Context: an optimization exercise on an open-source flow, tuned for small area. The choices shown serve that exercise and are no tape-out recipe.
RTL that was checked went through simulation tests only; none was proved equivalent to the original.
The flow treats the clock pin as an ideal source. Dropping or thinning the clock tree relies on that and would not hold on a real chip.
Power figures rest on the tool's default switching activity, not on a simulated workload.

==> run K: inputs <==
==> flow/design.v <==
module timer_top (
	input  wire        sys_clk      ,
	input  wire        sys_rst_n    ,
	input  wire        tim_psel     ,
	input  wire        tim_pwrite   ,
	input  wire        tim_penable  ,
	input  wire [11:0] tim_paddr    ,
	input  wire [31:0] tim_pwdata   ,
	input  wire [3:0]  tim_pstrb    ,
	output wire        tim_pready   ,
	input  wire        dbg_mode     ,
	output wire [31:0] tim_prdata   ,
	output wire        tim_pslverr  ,
	output wire        tim_int
);
reg        pready_r;
reg [63:0] cnt;
reg [63:0] tcmpi;                 
wire [63:0] tcmp = ~tcmpi;
reg        ten, den;           
reg [3:0]  dval;               
reg        ten_d;              
reg        tier;
reg        tisr;
reg        hreq, hack;         
reg [7:0]  pc;                 
wire acc  = tim_psel & tim_penable;
wire wr   = acc & tim_pwrite;
wire rd   = acc & ~tim_pwrite;
wire abase = ~|tim_paddr[11:5] & ~|tim_paddr[1:0];
wire [7:0] sel;
assign sel[0] = abase & (tim_paddr[4:2] == 3'd0);
assign sel[1] = abase & (tim_paddr[4:2] == 3'd1);
assign sel[2] = abase & (tim_paddr[4:2] == 3'd2);
assign sel[3] = abase & (tim_paddr[4:2] == 3'd3);
assign sel[4] = abase & (tim_paddr[4:2] == 3'd4);
assign sel[5] = abase & (tim_paddr[4:2] == 3'd5);
assign sel[6] = abase & (tim_paddr[4:2] == 3'd6);
assign sel[7] = abase & (tim_paddr[4:2] == 3'd7);
assign tim_pready = (tim_psel | tim_penable) & pready_r;
wire ctrl  = wr & sel[0];
wire wb0   = ctrl & tim_pstrb[0];
wire wb1   = ctrl & tim_pstrb[1];
wire [3:0] wdv = tim_pwdata[11:8];
wire dv_big = wdv[3] & |wdv[2:0];
wire err   = (wb1 & dv_big)
           | (ten & wb1 & (wdv != dval))
           | (ten & wb0 & (tim_pwdata[1] != den));
assign tim_pslverr = err;
wire ten_c  = (wb0 & ~err) ? tim_pwdata[0] : ten;
wire den_c  = (wb0 & ~err) ? tim_pwdata[1] : den;
wire [3:0] dval_c = (wb1 & ~err) ? wdv : dval;
wire hreq_c = (wr & sel[7] & tim_pstrb[0]) ? tim_pwdata[0] : hreq;
wire halt   = dbg_mode & hreq_c;
function [7:0] divmask;
	input [3:0] v;
	integer i;
	begin
		for (i = 0; i < 8; i = i + 1) divmask[i] = (v > i);
	end
endfunction
wire wdv_ok = wb1 & ~err;            
wire pc_hit = (pc == divmask(dval_c));
wire dz     = ~|dval_c;
wire pc_rst = pc_hit | ~ten_c | ~den_c;
wire [7:0] pc_n = halt ? pc : pc_rst ? 8'h0 : pc + 8'd1;
wire cnt_en = ten_c & ~halt & (~den_c | dz | pc_hit);
wire clr = ~ten & ten_d;
wire [15:0] nib;
wire [16:0] blw;                     
assign blw[0] = 1'b1;
genvar g;
generate for (g = 0; g < 16; g = g + 1) begin : gn
	assign nib[g] = &cnt[g*4 +: 4];
	assign blw[g+1] = blw[g] & nib[g];
end endgenerate
wire [63:0] cy;
generate for (g = 0; g < 64; g = g + 1) begin : gc
	if (g % 4 == 0) begin : h
		assign cy[g] = cnt_en & blw[g/4];
	end else begin : r
		assign cy[g] = cy[g-1] & cnt[g-1];
	end
end endgenerate
wire [63:0] inc = cnt ^ cy;
wire [7:0] wcb;
assign wcb[3:0] = {4{wr & sel[1]}} & tim_pstrb;
assign wcb[7:4] = {4{wr & sel[2]}} & tim_pstrb;
wire [63:0] cnt_n;
generate for (g = 0; g < 8; g = g + 1) begin : gb
	assign cnt_n[g*8 +: 8] = wcb[g] ? tim_pwdata[(g%4)*8 +: 8] :
	                         clr    ? 8'h0 : inc[g*8 +: 8];
end endgenerate
wire [7:0] wtb;
assign wtb[3:0] = {4{wr & sel[3]}} & tim_pstrb;
assign wtb[7:4] = {4{wr & sel[4]}} & tim_pstrb;
wire [63:0] tcmpi_n;
generate for (g = 0; g < 8; g = g + 1) begin : gt
	assign tcmpi_n[g*8 +: 8] = wtb[g] ? ~tim_pwdata[(g%4)*8 +: 8] : tcmpi[g*8 +: 8];
end endgenerate
wire tier_c = (wr & sel[5] & tim_pstrb[0]) ? tim_pwdata[0] : tier;
wire iclr   = wr & sel[6] & tim_pstrb[0] & tim_pwdata[0];
wire iset   = (cnt == tcmp);
wire ist    = tisr ? ~iclr : iset;
assign tim_int = tier_c & ist;
wire [7:0] rs = sel & {8{rd}};
assign tim_prdata =
	  ({32{rs[1]}} & cnt[31:0])
	| ({32{rs[2]}} & cnt[63:32])
	| ({32{rs[3]}} & tcmp[31:0])
	| ({32{rs[4]}} & tcmp[63:32])
	| {20'd0, {4{rs[0]}} & dval, 6'd0,
	   (rs[0] & den) | (rs[7] & hack),
	   (rs[0] & ten) | (rs[5] & tier) | (rs[6] & tisr) | (rs[7] & hreq)};
always @(posedge sys_clk or negedge sys_rst_n) begin
	if (!sys_rst_n) begin
		pready_r <= 1'b0;
		cnt      <= 64'd0;
		tcmpi    <= 64'd0;
		ten      <= 1'b0;
		den      <= 1'b0;
		dval     <= 4'd1;
		ten_d    <= 1'b0;
		tier     <= 1'b0;
		tisr     <= 1'b0;
		hreq     <= 1'b0;
		hack     <= 1'b0;
		pc       <= 8'd0;
	end else begin
		pready_r <= acc;
		cnt      <= cnt_n;
		tcmpi    <= tcmpi_n;
		ten      <= ten_c;
		den      <= den_c;
		dval     <= dval_c;
		ten_d    <= ten;
		tier     <= tier_c;
		tisr     <= ist;
		hreq     <= hreq_c;
		hack     <= halt;
		pc       <= pc_n;
	end
end
endmodule
==> flow/flow/run.sh <==
#!/bin/bash
# The standard ORFS layout with four changes:
#  - synthesis is the standard flow's script, but ABC maps with flow/area.script (area oriented);
#  - every port still gets a buffer, but a buf_1 rather than the default choice;
#  - the clock tree is built by flow/manual_cts.tcl (a root buffer and a grid of
#    leaf buffers, one per region of flip-flops) in place of TritonCTS;
#  - the rest (repair, routing, finishing) is ORFS's as usual.
set -euo pipefail
W=$PWD
{ head -n 1 synth_recipe.tcl; cat flow/abc_override.tcl; tail -n +2 synth_recipe.tcl; } > flow_synth.tcl
sed "s#SYNTH_SCRIPT=[^ ]*#SYNTH_SCRIPT=$W/flow_synth.tcl#" standard.sh > flow_standard.sh
export MY_ABC_SCRIPT=$W/flow/area.script
export BUFFER_PORTS_ARGS="-buffer_cell sky130_fd_sc_hd__buf_1"
export PRE_CTS_TCL=$W/flow/manual_cts.tcl
export MCTS_NET=sys_clk MCTS_NBUF=16 MCTS_NCOL=4 MCTS_BUF=sky130_fd_sc_hd__clkbuf_4 MCTS_ROOT=sky130_fd_sc_hd__clkbuf_8
bash flow_standard.sh > standard.log 2>&1
==> flow/flow/abc_override.tcl <==
# Map with an area-oriented ABC script instead of the speed one (registers are untouched).
proc abc {args} {
  set i [lsearch -exact $args -script]
  if { $i >= 0 && [info exists ::env(MY_ABC_SCRIPT)] } {
    set args [lreplace $args [expr {$i + 1}] [expr {$i + 1}] $::env(MY_ABC_SCRIPT)]
  }
  yosys abc {*}$args
}
==> flow/flow/area.script <==
strash
&get -n
&st
&syn2
&dch
&nf -a -p
&put
topo
stime -c
==> flow/flow/manual_cts.tcl <==
# Clock tree by hand: the clock port drives NBUF clock buffers, each driving
# the flip-flops of one region of the placement. Replaces TritonCTS, whose
# H-tree builds 17 buffers for 148 flip-flops.
proc clock_tree_synthesis { args } {
  set nbuf $::env(MCTS_NBUF)
  set bufm $::env(MCTS_BUF)
  set block [ord::get_db_block]
  set db [ord::get_db]
  set master [$db findMaster $bufm]
  set clk [$block findNet $::env(MCTS_NET)]
  set sinks {}
  foreach it [$clk getITerms] {
    set inst [$it getInst]
    set bb [$inst getBBox]
    lappend sinks [list $it [expr {([$bb xMin] + [$bb xMax]) / 2}] [expr {([$bb yMin] + [$bb yMax]) / 2}]]
  }
  # split into nbuf groups: sort by x into columns, then each column by y
  set ncol $::env(MCTS_NCOL)
  set nrow [expr {$nbuf / $ncol}]
  set sinks [lsort -integer -index 1 $sinks]
  set n [llength $sinks]
  set groups {}
  for {set c 0} {$c < $ncol} {incr c} {
    set col [lrange $sinks [expr {$c * $n / $ncol}] [expr {($c + 1) * $n / $ncol - 1}]]
    set col [lsort -integer -index 2 $col]
    set m [llength $col]
    for {set r 0} {$r < $nrow} {incr r} {
      lappend groups [lrange $col [expr {$r * $m / $nrow}] [expr {($r + 1) * $m / $nrow - 1}]]
    }
  }
  # optional root buffer between the clock port and the leaf buffers
  set src $clk
  if {[info exists ::env(MCTS_ROOT)] && $::env(MCTS_ROOT) ne ""} {
    set rinst [odb::dbInst_create $block [$db findMaster $::env(MCTS_ROOT)] "clkbuf_m_root"]
    set src [odb::dbNet_create $block "clknet_m_root"]
    $src setSigType CLOCK
    [$rinst findITerm A] connect $clk
    [$rinst findITerm X] connect $src
    set rx 0; set ry 0
    foreach s $sinks { incr rx [lindex $s 1]; incr ry [lindex $s 2] }
    $rinst setLocation [expr {$rx / $n}] [expr {$ry / $n}]
    $rinst setPlacementStatus PLACED
  }
  set k 0
  foreach g $groups {
    set inst [odb::dbInst_create $block $master "clkbuf_m_$k"]
    set net [odb::dbNet_create $block "clknet_m_$k"]
    $net setSigType CLOCK
    set sx 0; set sy 0
    foreach s $g {
      set it [lindex $s 0]
      $it disconnect
      $it connect $net
      incr sx [lindex $s 1]; incr sy [lindex $s 2]
    }
    [$inst findITerm A] connect $src
    [$inst findITerm X] connect $net
    $inst setLocation [expr {$sx / [llength $g]}] [expr {$sy / [llength $g]}]
    $inst setPlacementStatus PLACED
    incr k
  }
  puts "manual clock tree: $k x $bufm"
  set_propagated_clock [all_clocks]
}
==> flow/standard.sh <==
#!/bin/bash
# synth_recipe.tcl (not shown) runs the flow's synth.tcl, then flattens the netlist and writes it again
# the make line also repeats each setting of config.mk as NAME=value (left out here)
make -C /OpenROAD-flow-scripts/flow DESIGN_CONFIG=/design/flow/config.mk WORK_HOME=/design/flow/orfs CLKGATE_MAP_FILE= SYNTH_SCRIPT=/design/flow/synth_recipe.tcl "${@:-finish}"
==> flow/config.mk <==
export PLATFORM = sky130hd
export DESIGN_NAME = timer_top
export DESIGN_NICKNAME = timer_top
export VERILOG_FILES = /design/flow/design.v
export SDC_FILE = /design/flow/constraint.sdc
export NUM_CORES = 4
export LEC_CHECK = 0
export CAP_MARGIN = 5
export CORE_MARGIN = 2
export CORE_UTILIZATION = 70
export GPL_TIMING_DRIVEN = 0
export SLEW_MARGIN = 5
==> flow/constraint.sdc <==
create_clock -name core_clock -period 6.0 [get_ports {sys_clk}]
set_input_delay 1.2000 -clock core_clock [delete_from_list [all_inputs] [get_ports {sys_clk}]]
set_output_delay 1.2000 -clock core_clock [all_outputs]
set_load 0.01 [all_outputs]
==> run P (differences from run K) <==
==> flow/design.v, changed modules only <==
module timer_top (
	input  wire        sys_clk      ,
	input  wire        sys_rst_n    ,
	input  wire        tim_psel     ,
	input  wire        tim_pwrite   ,
	input  wire        tim_penable  ,
	input  wire [11:0] tim_paddr    ,
	input  wire [31:0] tim_pwdata   ,
	input  wire [3:0]  tim_pstrb    ,
	output wire        tim_pready   ,
	input  wire        dbg_mode     ,
	output wire [31:0] tim_prdata   ,
	output wire        tim_pslverr  ,
	output wire        tim_int
);
reg        pready_r;
reg [63:0] cnt;
reg [63:0] tcmp;
reg        ten, den;           
reg [3:0]  dval;               
reg        ten_d;              
reg        tier;
reg        tisr;
reg        hreq, hack;         
reg [7:0]  pc;                 
wire acc  = tim_psel & tim_penable;
wire wr   = acc & tim_pwrite;
wire rd   = acc & ~tim_pwrite;
wire abase = ~|tim_paddr[11:5] & ~|tim_paddr[1:0];
wire [7:0] sel;
assign sel[0] = abase & (tim_paddr[4:2] == 3'd0);
assign sel[1] = abase & (tim_paddr[4:2] == 3'd1);
assign sel[2] = abase & (tim_paddr[4:2] == 3'd2);
assign sel[3] = abase & (tim_paddr[4:2] == 3'd3);
assign sel[4] = abase & (tim_paddr[4:2] == 3'd4);
assign sel[5] = abase & (tim_paddr[4:2] == 3'd5);
assign sel[6] = abase & (tim_paddr[4:2] == 3'd6);
assign sel[7] = abase & (tim_paddr[4:2] == 3'd7);
assign tim_pready = (tim_psel | tim_penable) & pready_r;
wire ctrl  = wr & sel[0];
wire wb0   = ctrl & tim_pstrb[0];
wire wb1   = ctrl & tim_pstrb[1];
wire [3:0] wdv = tim_pwdata[11:8];
wire dv_big = wdv[3] & |wdv[2:0];
wire err   = (wb1 & dv_big)
           | (ten & wb1 & (wdv != dval))
           | (ten & wb0 & (tim_pwdata[1] != den));
assign tim_pslverr = err;
wire ten_c  = (wb0 & ~err) ? tim_pwdata[0] : ten;
wire den_c  = (wb0 & ~err) ? tim_pwdata[1] : den;
wire [3:0] dval_c = (wb1 & ~err) ? wdv : dval;
wire hreq_c = (wr & sel[7] & tim_pstrb[0]) ? tim_pwdata[0] : hreq;
wire halt   = dbg_mode & hreq_c;
wire [7:0] divm;
assign divm[0] = dval_c != 4'd0;
assign divm[1] = dval_c >  4'd1;
assign divm[2] = dval_c >  4'd2;
assign divm[3] = dval_c >  4'd3;
assign divm[4] = dval_c >  4'd4;
assign divm[5] = dval_c >  4'd5;
assign divm[6] = dval_c >  4'd6;
assign divm[7] = dval_c >  4'd7;
wire pc_hit = (pc == divm);
wire pc_rst = pc_hit | ~ten_c | ~den_c;
wire [7:0] pc_n = halt ? pc : pc_rst ? 8'h0 : pc + 8'd1;
wire cnt_en = ten_c & ~halt & (~den_c | ~divm[0] | pc_hit);
wire clr = ~ten & ten_d;
wire [63:0] inc = cnt + {63'd0, cnt_en};
wire [7:0] wcb;
assign wcb[3:0] = {4{wr & sel[1]}} & tim_pstrb;
assign wcb[7:4] = {4{wr & sel[2]}} & tim_pstrb;
wire [63:0] cnt_n;
genvar g;
generate for (g = 0; g < 8; g = g + 1) begin : gb
	assign cnt_n[g*8 +: 8] = wcb[g] ? tim_pwdata[(g%4)*8 +: 8] :
	                         clr    ? 8'h0 : inc[g*8 +: 8];
end endgenerate
wire [7:0] wtb;
assign wtb[3:0] = {4{wr & sel[3]}} & tim_pstrb;
assign wtb[7:4] = {4{wr & sel[4]}} & tim_pstrb;
wire [63:0] tcmp_n;
generate for (g = 0; g < 8; g = g + 1) begin : gt
	assign tcmp_n[g*8 +: 8] = wtb[g] ? tim_pwdata[(g%4)*8 +: 8] : tcmp[g*8 +: 8];
end endgenerate
wire tier_c = (wr & sel[5] & tim_pstrb[0]) ? tim_pwdata[0] : tier;
wire iclr   = wr & sel[6] & tim_pstrb[0] & tim_pwdata[0];
wire iset   = (cnt == tcmp);
wire ist    = tisr ? ~iclr : iset;
assign tim_int = tier_c & ist;
wire [7:0] rs = sel & {8{rd}};
assign tim_prdata =
	  ({32{rs[1]}} & cnt[31:0])
	| ({32{rs[2]}} & cnt[63:32])
	| ({32{rs[3]}} & tcmp[31:0])
	| ({32{rs[4]}} & tcmp[63:32])
	| {20'd0, {4{rs[0]}} & dval, 6'd0,
	   (rs[0] & den) | (rs[7] & hack),
	   (rs[0] & ten) | (rs[5] & tier) | (rs[6] & tisr) | (rs[7] & hreq)};
always @(posedge sys_clk or negedge sys_rst_n) begin
	if (!sys_rst_n) begin
		pready_r <= 1'b0;
		cnt      <= 64'd0;
		tcmp     <= {64{1'b1}};
		ten      <= 1'b0;
		den      <= 1'b0;
		dval     <= 4'd1;
		ten_d    <= 1'b0;
		tier     <= 1'b0;
		tisr     <= 1'b0;
		hreq     <= 1'b0;
		hack     <= 1'b0;
		pc       <= 8'd0;
	end else begin
		pready_r <= acc;
		cnt      <= cnt_n;
		tcmp     <= tcmp_n;
		ten      <= ten_c;
		den      <= den_c;
		dval     <= dval_c;
		ten_d    <= ten;
		tier     <= tier_c;
		tisr     <= ist;
		hreq     <= hreq_c;
		hack     <= halt;
		pc       <= pc_n;
	end
end
endmodule
==> flow/flow/run.sh (replaced) <==
#!/bin/bash
# Standard ORFS layout, with small port buffers and a lighter clock tree.
set -euo pipefail
export BUFFER_PORTS_ARGS="-buffer_cell sky130_fd_sc_hd__buf_1"
export CTS_ARGS="-sink_clustering_enable -repair_clock_nets -buf_list {sky130_fd_sc_hd__clkbuf_4 sky130_fd_sc_hd__clkbuf_8} -dont_use_dummy_load"
bash standard.sh > standard.log 2>&1
--- a/flow/config.mk
+++ b/flow/config.mk
@@ -7,6 +7,5 @@
 export LEC_CHECK = 0
-export CAP_MARGIN = 5
+export CAP_MARGIN = 20
 export CORE_MARGIN = 2
-export CORE_UTILIZATION = 70
-export GPL_TIMING_DRIVEN = 0
-export SLEW_MARGIN = 5
+export CORE_UTILIZATION = 60
+export SLEW_MARGIN = 20
removed: flow/flow/abc_override.tcl
removed: flow/flow/area.script
removed: flow/flow/manual_cts.tcl
==> run Z (differences from run K) <==
--- a/flow/config.mk
+++ b/flow/config.mk
@@ -10,3 +10,2 @@
 export CORE_UTILIZATION = 70
-export GPL_TIMING_DRIVEN = 0
 export SLEW_MARGIN = 5
==> run R (differences from run K) <==
==> flow/flow/area.script (replaced) <==
strash
&get -n
&st
&syn2
&dch -f
&nf -a -p -F 8 -A 8 -R 100
&put
topo
stime -c
--- a/flow/config.mk
+++ b/flow/config.mk
@@ -10,3 +10,2 @@
 export CORE_UTILIZATION = 70
-export GPL_TIMING_DRIVEN = 0
 export SLEW_MARGIN = 5
==> comparison table <==
quantity	run R	run P	run K	run Z
Synth Net Count	1032	990	995	995
Area taken by multi-input logic gates	0.00443 mm2	0.00500 mm2	0.00445 mm2	0.00438 mm2
Achievable frequency	182 MHz	177 MHz	172 MHz	180 MHz
Number of cell rows	39	44	39	39
Final clock skew	0.0178 ns	0.0287 ns	0.0144 ns	0.0155 ns
Synth unique cells	39	63	42	42
Internal portion of total power	1.15 mW	1.27 mW	1.15 mW	1.15 mW
Status	finished clean	finished clean	finished clean	finished clean
Number of standard cells in the final layout excluding fillers	1187	1199	1148	1155
WP buf/inv	3	2	3	3
Basic-gate share of the synthesized area counting and, or, nand and nor cells	20.0%	17.8%	19.9%	19.9%
Relative slew slack	16.9%	25.7%	30.3%	25.4%
Placement-stage cell area	0.00878 mm2	0.00959 mm2	0.00879 mm2	0.00875 mm2
Met3 routed WL	2330 um	2090 um	2750 um	2740 um
Only the layout flow was run in run P; the RTL was not checked for function there. The clock cells of run K, run Z and run R come from the design's own scripts or RTL, not from TritonCTS.

==> afterwards: timing with drivers on the ports <==
In the flow no input, the clock included, has a driving cell. The finished layouts below were timed again as built, in two steps.
Step 1 sets driving cells, clkbuf_16 on the clock port and buf_2 on the other inputs (assumed; they add their load-dependent delay and slew).
Step 2, shift: input delay + t, output delay - t, t = (earliest + latest rising clock arrival at the registers) / 2. This alone moves slack from input paths to output paths.
Slacks: ideal / step 1 / step 2; pairs: ideal / step 1.
run | t (ns) | setup slack, ns | worst data-port slew with drivers (ns)
run K | 0.512 | 0.192 / 0.207 / -0.305 | 0.05
run P | 0.480 | 0.356 / 0.376 / -0.104 | 0.06
run Z | 0.502 | 0.436 / 0.452 / -0.050 | 0.06
run R | 0.488 | 0.520 / 0.536 / 0.047 | 0.03
Met with ideal ports but missed after step 2: setup timing in run K, run P and run Z. The setup slack of run K, which loses most, moves by +0.015 ns with the drivers and by -0.497 ns with both steps.
